What follows belongs to an exercise in optimizing a design on an open flow for small area and a short achievable clock period; a production flow would make more cautious choices.
At most, simulation tests tie the RTL to the original design; equivalence was not proved.
The flow treats the clock pin as an ideal source. Dropping or thinning the clock tree relies on that and would not hold on a real chip.
No activity file was given, so power comes from the tool's default toggle rates.

## v6
// PelicanMAC
module PelicanMAC(clk,rst,
             load_iv,
             load_k,
             load_m,
             din,
             dout,
             done);
==> module GS, before the edit <==
module GS(a3,a2,a1,a0,
          b3,b2,b1,b0);
input  a3,a2,a1,a0;
output b3,b2,b1,b0;
wire x23 = a2 ^ a3;
wire x12 = a1 ^ a2;
assign b0 = ~(a0 | a1) ^ x23;
assign b1 = (a0 & ~x12) ^ x23;
assign b2 = a3 ? (a0 ^ (a2 & ~a1)) : x12;
assign b3 = a0 ^ (a3 & (a1 ^ (a0 & a2)));
endmodule
Settings: LEC_CHECK=0, CAP_MARGIN=20, CORE_MARGIN=2, CORE_UTILIZATION=40, SETUP_SLACK_MARGIN=1.8, SLEW_MARGIN=20, SYNTH_HIERARCHICAL=1, SYNTH_MINIMUM_KEEP_SIZE=0; clock period 3.5 ns.
standard.sh (not shown) runs the stock make flow with config.mk's settings and CLKGATE_MAP_FILE= SYNTH_SCRIPT=/design/flow/synth_recipe.tcl, a recipe that flattens the netlist after the stock synthesis.
==> flow/flow/run.sh <==
#!/bin/bash
# ORFS layout through the standard.sh, with
#  - the standard flow's synthesis script, but ABC mapping for area (flow/synth.tcl),
#  - plain buf_1 cells as port buffers (the resizer upsizes where needed),
#  - a hand-built two-level clock tree (flow/cts_hook.tcl) in place of
#    TritonCTS, for a low clock insertion delay.
set -euo pipefail
here=$(cd "$(dirname "$0")" && pwd)
export BUFFER_PORTS_ARGS="-buffer_cell sky130_fd_sc_hd__buf_1"
export PRE_CTS_TCL="$here/cts_hook.tcl"
export MCTS_RLEV=2 MCTS_LLEV=2
export MCTS_ROOT=sky130_fd_sc_hd__clkbuf_16 MCTS_LEAF=sky130_fd_sc_hd__clkbuf_16
bash standard.sh SYNTH_SCRIPT="$here/synth.tcl" > standard.log 2>&1
Other scripts of this flow, unchanged in this note and not shown: flow/flow/abc_area.script, flow/flow/cts_hook.tcl, flow/flow/mancts.tcl, flow/flow/synth.tcl
> inputs changed (v6 -> v7)
diff --git a/flow/design.v b/flow/design.v
--- a/flow/design.v
+++ b/flow/design.v
@@ -19,14 +19,19 @@
 module GS(a3,a2,a1,a0,
           b3,b2,b1,b0);
 input  a3,a2,a1,a0;
 output b3,b2,b1,b0;
-wire x23 = a2 ^ a3;
-wire x12 = a1 ^ a2;
-assign b0 = ~(a0 | a1) ^ x23;
-assign b1 = (a0 & ~x12) ^ x23;
-assign b2 = a3 ? (a0 ^ (a2 & ~a1)) : x12;
-assign b3 = a0 ^ (a3 & (a1 ^ (a0 & a2)));
+wire t0,t1,t2,t3,s1,s2;
+assign t1 = a1 ^ ~(a0 & a2) ^ 1'b1;
+assign t0 = a0 ^ ~(t1 & a3) ^ 1'b1;
+assign t2 = a2 ^ ~(t0 | t1) ^ 1'b1;
+assign t3 = ~(a3 ^ t2);
+assign s1 = ~(t1 ^ t3);
+assign s2 = t2 ^ ~(t0 & s1) ^ 1'b1;
+assign b3 = t0;
+assign b1 = s1;
+assign b2 = s2;
+assign b0 = t3;
 endmodule
 module SubCells(a0,a1,a2,a3,
                 b0,b1,b2,b3);
 input [31:0] a0,a1,a2,a3;
- v7 vs. v6: largest voltage drop on the vdd net now sits higher; layout overhead on the synthesized area now sits lower; count of instances resized after the clock tree is built now sits higher; area taken by flip-flops and latches now sits higher; post-synthesis net count now sits higher.
- Per the comparison of v7 with v6, worst max-slew margin expressed relative to the limit moved down, flip-flop and latch share of the layout cell area higher.
- Going from v6 to v7, synthesized cell count increased 6.5%, routed wire length per instance decreased 0.12 um.
- In v7 the utilization turned out 0.73 points lower than in v6.
- Maximum fanout encountered on the critical timing path up 2 in v7 wrt v6
- The post-CTS repair timing setup buffer count reported for v7 is smaller than that of v6 by 6.
- v7 vs v6, end of the critical path: dout[98] vs dout[5]
- Comparing v7 with v6, the final critical delay including setup and external delays came out essentially unchanged.
- On number of DRC markers in iteration 0: between v7 and v6, it ends up higher for v7.
No functional check of the RTL was part of v6. In every run of this note, the design's own scripts or RTL, not TritonCTS, make the clock network.


== run a ==
PelicanMAC with an RTL version that a note above also has.
Size: about 1600 cells after synthesis, roughly 15000 µm² of cells after synthesis.
==> module PelicanMAC, before the edit <==
module PelicanMAC(clk,rst,
             load_iv,
             load_k,
             load_m,
             din,
             dout,
             done);
input             clk,rst;
input             load_iv;
output            load_k;
output            load_m;
input     [127:0] din;
output    [127:0] dout;
output            done;
reg st_i, st_k, st_e, st_p, st_x, st_d;    
reg st_r, st_h, st_nk;                     
reg kc;                                    
reg [1:0] blok;                            
reg second;                                
reg last;                                  
reg lm;                                    
reg [5:0] q;                               
wire last_n = (st_e & (q == 6'd45)) | (st_p & (q == 6'd33));
wire b3     = (blok == 2'd3);
wire n_i = rst;
wire n_k = ~rst & (st_i | (st_k & ~kc) | (st_x & b3));
wire n_e = ~rst & ((st_k & kc) | (st_e & ~last));
wire n_x = ~rst & ((st_e & last & ~second) | (st_p & last));
wire n_p = ~rst & ((st_x & ~b3) | (st_p & ~last));
wire n_d = ~rst & (st_d | (st_e & last & second));
always @(posedge clk) begin
    st_i   <= n_i;
    st_k   <= n_k;
    st_e   <= n_e;
    st_p   <= n_p;
    st_x   <= n_x;
    st_d   <= n_d;
    st_r   <= n_e | n_p;
    st_h   <= n_i | n_k | n_x | n_d;
    st_nk  <= ~n_k;
    kc     <= ~rst & st_k & ~kc;
    blok   <= rst ? 2'd0 : blok + {1'b0, st_x};
    second <= ~rst & (second | (st_x & b3));
    last   <= ~rst & last_n;
    lm     <= ~rst & ((st_e & (q == 6'd45) & ~second) | (st_p & (q == 6'd33)));
    q      <= (st_k | st_x) ? 6'd1 : {q[4:0], ~(q[5] ^ q[4])};
end
assign load_k = st_k;
assign load_m = lm;
assign done   = st_d;
reg  [127:0] s;
reg  [127:0] k;
wire [127:0] sp;
wire [127:0] kuo;
wire rl = st_r & ~load_iv;       
wire hl = st_h & ~load_iv;       
wire xl = st_x | load_iv;        
wire el = st_e & ~load_iv;       
wire pl = st_p & ~load_iv;       
RoundFunction rf0(s, sp);
KeyUpdate ku0(k, kuo);
reg [127:0] kt, ke;
integer m;
always @(*) begin
    kt = 128'd0;
    ke = 128'd0;
    for (m = 0; m < 32; m = m + 1) begin
        kt[4*m+1] = k[m];     ke[4*m+1] = el;
        kt[4*m+2] = k[64+m];  ke[4*m+2] = el;
    end
    for (m = 0; m < 6; m = m + 1) begin
        kt[4*m+3] = q[m];     ke[4*m+3] = rl;
    end
end
wire [127:0] sn, kn;
genvar j;
generate
for (j = 0; j < 128; j = j + 1) begin : sb
    if (j % 4 == 0) begin : c1
        XORmessage1 mx(sp[j], s[j], din[j], rl, hl, xl, pl, sn[j]);
    end else if (j == 127) begin : c2
        XORmessage1 mx(sp[j], s[j], din[j], rl, hl, xl, rl, sn[j]);
    end else if ((j % 4 == 3) && (j / 4 >= 6)) begin : nc
        XORmessage0 mx(sp[j], s[j], din[j], rl, hl, xl, sn[j]);
    end else begin : wc
        XORmessage  mx(sp[j], s[j], din[j], kt[j], rl, hl, xl, ke[j], sn[j]);
    end
    AddRoundKey km(din[j], kuo[j], st_k, st_nk, kn[j]);
end
endgenerate
always @(posedge clk) begin
    s <= sn;
    k <= kn;
end
assign dout = s;
endmodule
==> flow/config.mk <==
export PLATFORM = sky130hd
export DESIGN_NAME = PelicanMAC
export DESIGN_NICKNAME = PelicanMAC
export VERILOG_FILES = /design/flow/design.v
export SDC_FILE = /design/flow/constraint.sdc
export NUM_CORES = 4
export LEC_CHECK = 0
export CAP_MARGIN = 20
export CORE_MARGIN = 2
export CORE_UTILIZATION = 40
export SETUP_SLACK_MARGIN = 1.8
export SLEW_MARGIN = 20
export SYNTH_HIERARCHICAL = 1
export SYNTH_MINIMUM_KEEP_SIZE = 0
==> flow/constraint.sdc <==
create_clock -name core_clock -period 3.5 [get_ports {clk}]
set_input_delay 0.7000 -clock core_clock [delete_from_list [all_inputs] [get_ports {clk}]]
set_output_delay 0.7000 -clock core_clock [all_outputs]
set_load 0.01 [all_outputs]
Scripts as last shown in full above: flow/flow/run.sh
Other scripts of this flow, unchanged in this note and not shown: flow/flow/abc_area.script, flow/flow/cts_hook.tcl, flow/flow/mancts.tcl, flow/flow/synth.tcl
The following lists how run b was set up differently from run a:
diff --git a/flow/design.v b/flow/design.v
--- a/flow/design.v
+++ b/flow/design.v
@@ -268,9 +268,8 @@
 input     [127:0] din;
 output    [127:0] dout;
 output            done;
 reg st_i, st_k, st_e, st_p, st_x, st_d;    
-reg st_r, st_h, st_nk;                     
 reg kc;                                    
 reg [1:0] blok;                            
 reg second;                                
 reg last;                                  
@@ -290,11 +289,8 @@
     st_e   <= n_e;
     st_p   <= n_p;
     st_x   <= n_x;
     st_d   <= n_d;
-    st_r   <= n_e | n_p;
-    st_h   <= n_i | n_k | n_x | n_d;
-    st_nk  <= ~n_k;
     kc     <= ~rst & st_k & ~kc;
     blok   <= rst ? 2'd0 : blok + {1'b0, st_x};
     second <= ~rst & (second | (st_x & b3));
     last   <= ~rst & last_n;
@@ -303,46 +299,66 @@
 end
 assign load_k = st_k;
 assign load_m = lm;
 assign done   = st_d;
+reg [3:0] gk, gnk, ge, gr, gh, gx;
+reg [3:0] gk_n, ge_n, gr_n;
+integer g;
+always @(*) begin
+    for (g = 0; g < 4; g = g + 1) begin
+        gk_n[g] = ~rst & (st_i | (gk[g] & ~kc) | (st_x & b3));
+        ge_n[g] = ~rst & ((st_k & kc) | (ge[g] & ~last));
+        gr_n[g] = ~rst & ((st_k & kc) | (st_x & ~b3) | (gr[g] & ~last));
+    end
+end
+always @(posedge clk) begin
+    for (g = 0; g < 4; g = g + 1) begin
+        gk[g]  <= gk_n[g];
+        gnk[g] <= ~gk_n[g];
+        ge[g]  <= ge_n[g];
+        gr[g]  <= gr_n[g];
+        gh[g]  <= ~gr_n[g];
+        gx[g]  <= ~rst & last & gr[g] & ~(st_e & second);
+    end
+end
 reg  [127:0] s;
 reg  [127:0] k;
 wire [127:0] sp;
 wire [127:0] kuo;
-wire rl = st_r & ~load_iv;       
-wire hl = st_h & ~load_iv;       
-wire xl = st_x | load_iv;        
-wire el = st_e & ~load_iv;       
-wire pl = st_p & ~load_iv;       
+wire [3:0] rl = gr & ~{4{load_iv}};    
+wire [3:0] hl = gh & ~{4{load_iv}};    
+wire [3:0] xl = gx |  {4{load_iv}};    
+wire [3:0] el = ge & ~{4{load_iv}};    
+wire       pl = st_p & ~load_iv;       
 RoundFunction rf0(s, sp);
 KeyUpdate ku0(k, kuo);
 reg [127:0] kt, ke;
 integer m;
 always @(*) begin
     kt = 128'd0;
     ke = 128'd0;
     for (m = 0; m < 32; m = m + 1) begin
-        kt[4*m+1] = k[m];     ke[4*m+1] = el;
-        kt[4*m+2] = k[64+m];  ke[4*m+2] = el;
+        kt[4*m+1] = k[m];     ke[4*m+1] = el[m/8];
+        kt[4*m+2] = k[64+m];  ke[4*m+2] = el[m/8];
     end
     for (m = 0; m < 6; m = m + 1) begin
-        kt[4*m+3] = q[m];     ke[4*m+3] = rl;
+        kt[4*m+3] = q[m];     ke[4*m+3] = rl[0];
     end
 end
 wire [127:0] sn, kn;
 genvar j;
 generate
 for (j = 0; j < 128; j = j + 1) begin : sb
     if (j % 4 == 0) begin : c1
-        XORmessage1 mx(sp[j], s[j], din[j], rl, hl, xl, pl, sn[j]);
+        XORmessage1 mx(sp[j], s[j], din[j], rl[j/32], hl[j/32], xl[j/32], pl, sn[j]);
     end else if (j == 127) begin : c2
-        XORmessage1 mx(sp[j], s[j], din[j], rl, hl, xl, rl, sn[j]);
+        XORmessage1 mx(sp[j], s[j], din[j], rl[3], hl[3], xl[3], rl[3], sn[j]);
     end else if ((j % 4 == 3) && (j / 4 >= 6)) begin : nc
-        XORmessage0 mx(sp[j], s[j], din[j], rl, hl, xl, sn[j]);
+        XORmessage0 mx(sp[j], s[j], din[j], rl[j/32], hl[j/32], xl[j/32], sn[j]);
     end else begin : wc
-        XORmessage  mx(sp[j], s[j], din[j], kt[j], rl, hl, xl, ke[j], sn[j]);
+        XORmessage  mx(sp[j], s[j], din[j], kt[j], rl[j/32], hl[j/32], xl[j/32], ke[j], sn[j]);
     end
-    AddRoundKey km(din[j], kuo[j], st_k, st_nk, kn[j]);
+    AddRoundKey km(din[j], kuo[j], gk[j/32], gnk[j/32], kn[j]);
 end
 endgenerate
 always @(posedge clk) begin
     s <= sn;
Results
Relative area change from synthesis to final layout ends up lower on run a. In the reports for run a and run b, the smaller number of ordinary inverters in the final layout belongs to run a. Run b vs. run a: area of combinational cells with multiple inputs rose by 3.4%; cell area grew by 790 µm². Between run a and run b, the flow reports power attributed to sequential cells increasing by a little under 10%. A worst setup path startpoint of s[19] is what run a shows, while gk[2] belongs to run b.
Function not checked in run b: the RTL went through the layout flow alone. No run of this note takes its clock network from TritonCTS; it comes from the design's own scripts or RTL.


PelicanMAC with an RTL version that a note above also has.
For scale: about 300 flip-flops, about 0.016 mm² of cells after synthesis.
==> module PelicanMAC, before the edit <==
module PelicanMAC(clk,rst,
             load_iv,
             load_k,
             load_m,
             din,
             dout,
             done);
input             clk,rst;
input             load_iv;
output            load_k;
output            load_m;
input     [127:0] din;
output    [127:0] dout;
output            done;
reg st_i, st_k, st_e, st_p, st_x, st_d;    
reg kc;                                    
reg [1:0] blok;                            
reg second;                                
reg last;                                  
reg lm;                                    
reg [5:0] q;                               
wire last_n = (st_e & (q == 6'd45)) | (st_p & (q == 6'd33));
wire b3     = (blok == 2'd3);
wire n_i = rst;
wire n_k = ~rst & (st_i | (st_k & ~kc) | (st_x & b3));
wire n_e = ~rst & ((st_k & kc) | (st_e & ~last));
wire n_x = ~rst & ((st_e & last & ~second) | (st_p & last));
wire n_p = ~rst & ((st_x & ~b3) | (st_p & ~last));
wire n_d = ~rst & (st_d | (st_e & last & second));
always @(posedge clk) begin
    st_i   <= n_i;
    st_k   <= n_k;
    st_e   <= n_e;
    st_p   <= n_p;
    st_x   <= n_x;
    st_d   <= n_d;
    kc     <= ~rst & st_k & ~kc;
    blok   <= rst ? 2'd0 : blok + {1'b0, st_x};
    second <= ~rst & (second | (st_x & b3));
    last   <= ~rst & last_n;
    lm     <= ~rst & ((st_e & (q == 6'd45) & ~second) | (st_p & (q == 6'd33)));
    q      <= (st_k | st_x) ? 6'd1 : {q[4:0], ~(q[5] ^ q[4])};
end
assign load_k = st_k;
assign load_m = lm;
assign done   = st_d;
reg [3:0] gk, gnk, ge, gr, gh, gx;
reg [3:0] gk_n, ge_n, gr_n;
integer g;
always @(*) begin
    for (g = 0; g < 4; g = g + 1) begin
        gk_n[g] = ~rst & (st_i | (gk[g] & ~kc) | (st_x & b3));
        ge_n[g] = ~rst & ((st_k & kc) | (ge[g] & ~last));
        gr_n[g] = ~rst & ((st_k & kc) | (st_x & ~b3) | (gr[g] & ~last));
    end
end
always @(posedge clk) begin
    for (g = 0; g < 4; g = g + 1) begin
        gk[g]  <= gk_n[g];
        gnk[g] <= ~gk_n[g];
        ge[g]  <= ge_n[g];
        gr[g]  <= gr_n[g];
        gh[g]  <= ~gr_n[g];
        gx[g]  <= ~rst & last & gr[g] & ~(st_e & second);
    end
end
reg  [127:0] s;
reg  [127:0] k;
wire [127:0] sp;
wire [127:0] kuo;
wire [3:0] rl = gr & ~{4{load_iv}};    
wire [3:0] hl = gh & ~{4{load_iv}};    
wire [3:0] xl = gx |  {4{load_iv}};    
wire [3:0] el = ge & ~{4{load_iv}};    
wire       pl = st_p & ~load_iv;       
RoundFunction rf0(s, sp);
KeyUpdate ku0(k, kuo);
reg [127:0] kt, ke;
integer m;
always @(*) begin
    kt = 128'd0;
    ke = 128'd0;
    for (m = 0; m < 32; m = m + 1) begin
        kt[4*m+1] = k[m];     ke[4*m+1] = el[m/8];
        kt[4*m+2] = k[64+m];  ke[4*m+2] = el[m/8];
    end
    for (m = 0; m < 6; m = m + 1) begin
        kt[4*m+3] = q[m];     ke[4*m+3] = rl[0];
    end
end
wire [127:0] sn, kn;
genvar j;
generate
for (j = 0; j < 128; j = j + 1) begin : sb
    if (j % 4 == 0) begin : c1
        XORmessage1 mx(sp[j], s[j], din[j], rl[j/32], hl[j/32], xl[j/32], pl, sn[j]);
    end else if (j == 127) begin : c2
        XORmessage1 mx(sp[j], s[j], din[j], rl[3], hl[3], xl[3], rl[3], sn[j]);
    end else if ((j % 4 == 3) && (j / 4 >= 6)) begin : nc
        XORmessage0 mx(sp[j], s[j], din[j], rl[j/32], hl[j/32], xl[j/32], sn[j]);
    end else begin : wc
        XORmessage  mx(sp[j], s[j], din[j], kt[j], rl[j/32], hl[j/32], xl[j/32], ke[j], sn[j]);
    end
    AddRoundKey km(din[j], kuo[j], gk[j/32], gnk[j/32], kn[j]);
end
endgenerate
always @(posedge clk) begin
    s <= sn;
    k <= kn;
end
assign dout = s;
endmodule
Settings: LEC_CHECK=0, CAP_MARGIN=20, CORE_MARGIN=2, CORE_UTILIZATION=40, SETUP_SLACK_MARGIN=2.0, SLEW_MARGIN=20, SYNTH_HIERARCHICAL=1, SYNTH_MINIMUM_KEEP_SIZE=0; clock period 3.5 ns.
Scripts as last shown in full above: flow/flow/run.sh
Other scripts of this flow, unchanged in this note and not shown: flow/flow/abc_area.script, flow/flow/cts_hook.tcl, flow/flow/mancts.tcl, flow/flow/synth.tcl
The baseline completed with no timing, DRC or antenna violations.
Next try:
--- a/flow/design.v
+++ b/flow/design.v
@@ -270,4 +270,5 @@
 output            done;
 reg st_i, st_k, st_e, st_p, st_x, st_d;    
+reg st_r, st_h, st_nk;                     
 reg kc;                                    
 reg [1:0] blok;                            
@@ -291,4 +292,7 @@
     st_x   <= n_x;
     st_d   <= n_d;
+    st_r   <= n_e | n_p;
+    st_h   <= n_i | n_k | n_x | n_d;
+    st_nk  <= ~n_k;
     kc     <= ~rst & st_k & ~kc;
     blok   <= rst ? 2'd0 : blok + {1'b0, st_x};
@@ -301,33 +305,13 @@
 assign load_m = lm;
 assign done   = st_d;
-reg [3:0] gk, gnk, ge, gr, gh, gx;
-reg [3:0] gk_n, ge_n, gr_n;
-integer g;
-always @(*) begin
-    for (g = 0; g < 4; g = g + 1) begin
-        gk_n[g] = ~rst & (st_i | (gk[g] & ~kc) | (st_x & b3));
-        ge_n[g] = ~rst & ((st_k & kc) | (ge[g] & ~last));
-        gr_n[g] = ~rst & ((st_k & kc) | (st_x & ~b3) | (gr[g] & ~last));
-    end
-end
-always @(posedge clk) begin
-    for (g = 0; g < 4; g = g + 1) begin
-        gk[g]  <= gk_n[g];
-        gnk[g] <= ~gk_n[g];
-        ge[g]  <= ge_n[g];
-        gr[g]  <= gr_n[g];
-        gh[g]  <= ~gr_n[g];
-        gx[g]  <= ~rst & last & gr[g] & ~(st_e & second);
-    end
-end
 reg  [127:0] s;
 reg  [127:0] k;
 wire [127:0] sp;
 wire [127:0] kuo;
-wire [3:0] rl = gr & ~{4{load_iv}};    
-wire [3:0] hl = gh & ~{4{load_iv}};    
-wire [3:0] xl = gx |  {4{load_iv}};    
-wire [3:0] el = ge & ~{4{load_iv}};    
-wire       pl = st_p & ~load_iv;       
+wire rl = st_r & ~load_iv;       
+wire hl = st_h & ~load_iv;       
+wire xl = st_x | load_iv;        
+wire el = st_e & ~load_iv;       
+wire pl = st_p & ~load_iv;       
 RoundFunction rf0(s, sp);
 KeyUpdate ku0(k, kuo);
@@ -338,9 +322,9 @@
     ke = 128'd0;
     for (m = 0; m < 32; m = m + 1) begin
-        kt[4*m+1] = k[m];     ke[4*m+1] = el[m/8];
-        kt[4*m+2] = k[64+m];  ke[4*m+2] = el[m/8];
+        kt[4*m+1] = k[m];     ke[4*m+1] = el;
+        kt[4*m+2] = k[64+m];  ke[4*m+2] = el;
     end
     for (m = 0; m < 6; m = m + 1) begin
-        kt[4*m+3] = q[m];     ke[4*m+3] = rl[0];
+        kt[4*m+3] = q[m];     ke[4*m+3] = rl;
     end
 end
@@ -350,13 +334,13 @@
 for (j = 0; j < 128; j = j + 1) begin : sb
     if (j % 4 == 0) begin : c1
-        XORmessage1 mx(sp[j], s[j], din[j], rl[j/32], hl[j/32], xl[j/32], pl, sn[j]);
+        XORmessage1 mx(sp[j], s[j], din[j], rl, hl, xl, pl, sn[j]);
     end else if (j == 127) begin : c2
-        XORmessage1 mx(sp[j], s[j], din[j], rl[3], hl[3], xl[3], rl[3], sn[j]);
+        XORmessage1 mx(sp[j], s[j], din[j], rl, hl, xl, rl, sn[j]);
     end else if ((j % 4 == 3) && (j / 4 >= 6)) begin : nc
-        XORmessage0 mx(sp[j], s[j], din[j], rl[j/32], hl[j/32], xl[j/32], sn[j]);
+        XORmessage0 mx(sp[j], s[j], din[j], rl, hl, xl, sn[j]);
     end else begin : wc
-        XORmessage  mx(sp[j], s[j], din[j], kt[j], rl[j/32], hl[j/32], xl[j/32], ke[j], sn[j]);
+        XORmessage  mx(sp[j], s[j], din[j], kt[j], rl, hl, xl, ke[j], sn[j]);
     end
-    AddRoundKey km(din[j], kuo[j], gk[j/32], gnk[j/32], kn[j]);
+    AddRoundKey km(din[j], kuo[j], st_k, st_nk, kn[j]);
 end
 endgenerate
Outcome:
- The changed run completed with no timing, DRC or antenna violations
- final area rose by 3.0%
- die area fell by 4.2%
- setup slack degrades by 100 ps
- via count fell by 3.0%
- power fell by 7.1%
- synthesized area fell by 4.2%
No functional check of the RTL was part of the first run of this note. In every run of this note, the design's own scripts or RTL, not TritonCTS, make the clock network.

[afterwards: timing with drivers on the ports]
The flow's constraints put no driver on any port. The routed layouts listed below were extracted and timed again, unchanged, in two steps. Step 1, drivers: a clkbuf_16 drives clk and a buf_2 each remaining input, both assumed. Step 2 times the ports against the registers' clock, not the clock port: input delays grow and output delays shrink by t, the midpoint of the rising clock arrivals with the driver on. Slacks: no drivers / after step 1 / after step 2; pairs: no drivers / after step 1.
run | shift t [ns] | slack for setup (ns) | worst setup path at the end | latest minus earliest clock arrival (ns) | slew at the worst register clock pin (ns)
v6 | 0.416 | 1.826 / 1.715 / 1.501 | input to register | 0.015 / 0.014 | 0.09 / 0.09
v7 | 0.411 | 1.826 / 1.717 / 1.521 | input to register | 0.022 / 0.022 | 0.08 / 0.08
run a | 0.416 | 1.820 / 1.710 / 1.483 | input to register | 0.014 / 0.014 | 0.08 / 0.08
run b | 0.417 | 1.802 / 1.710 / 1.487 | input to register | 0.023 / 0.023 | 0.09 / 0.09
the first run of note 3 | 0.433 | 1.936 / 1.817 / 1.582 | input to register | 0.021 / 0.022 | 0.09 / 0.09
the second run of note 3 | 0.424 | 1.835 / 1.749 / 1.462 | input to register | 0.018 / 0.018 | 0.08 / 0.08
After both steps setup and hold are still met in every run listed. For the second run of note 3, which loses most, drivers alone change the setup slack by -0.086 ns; drivers and shift together by -0.373 ns.
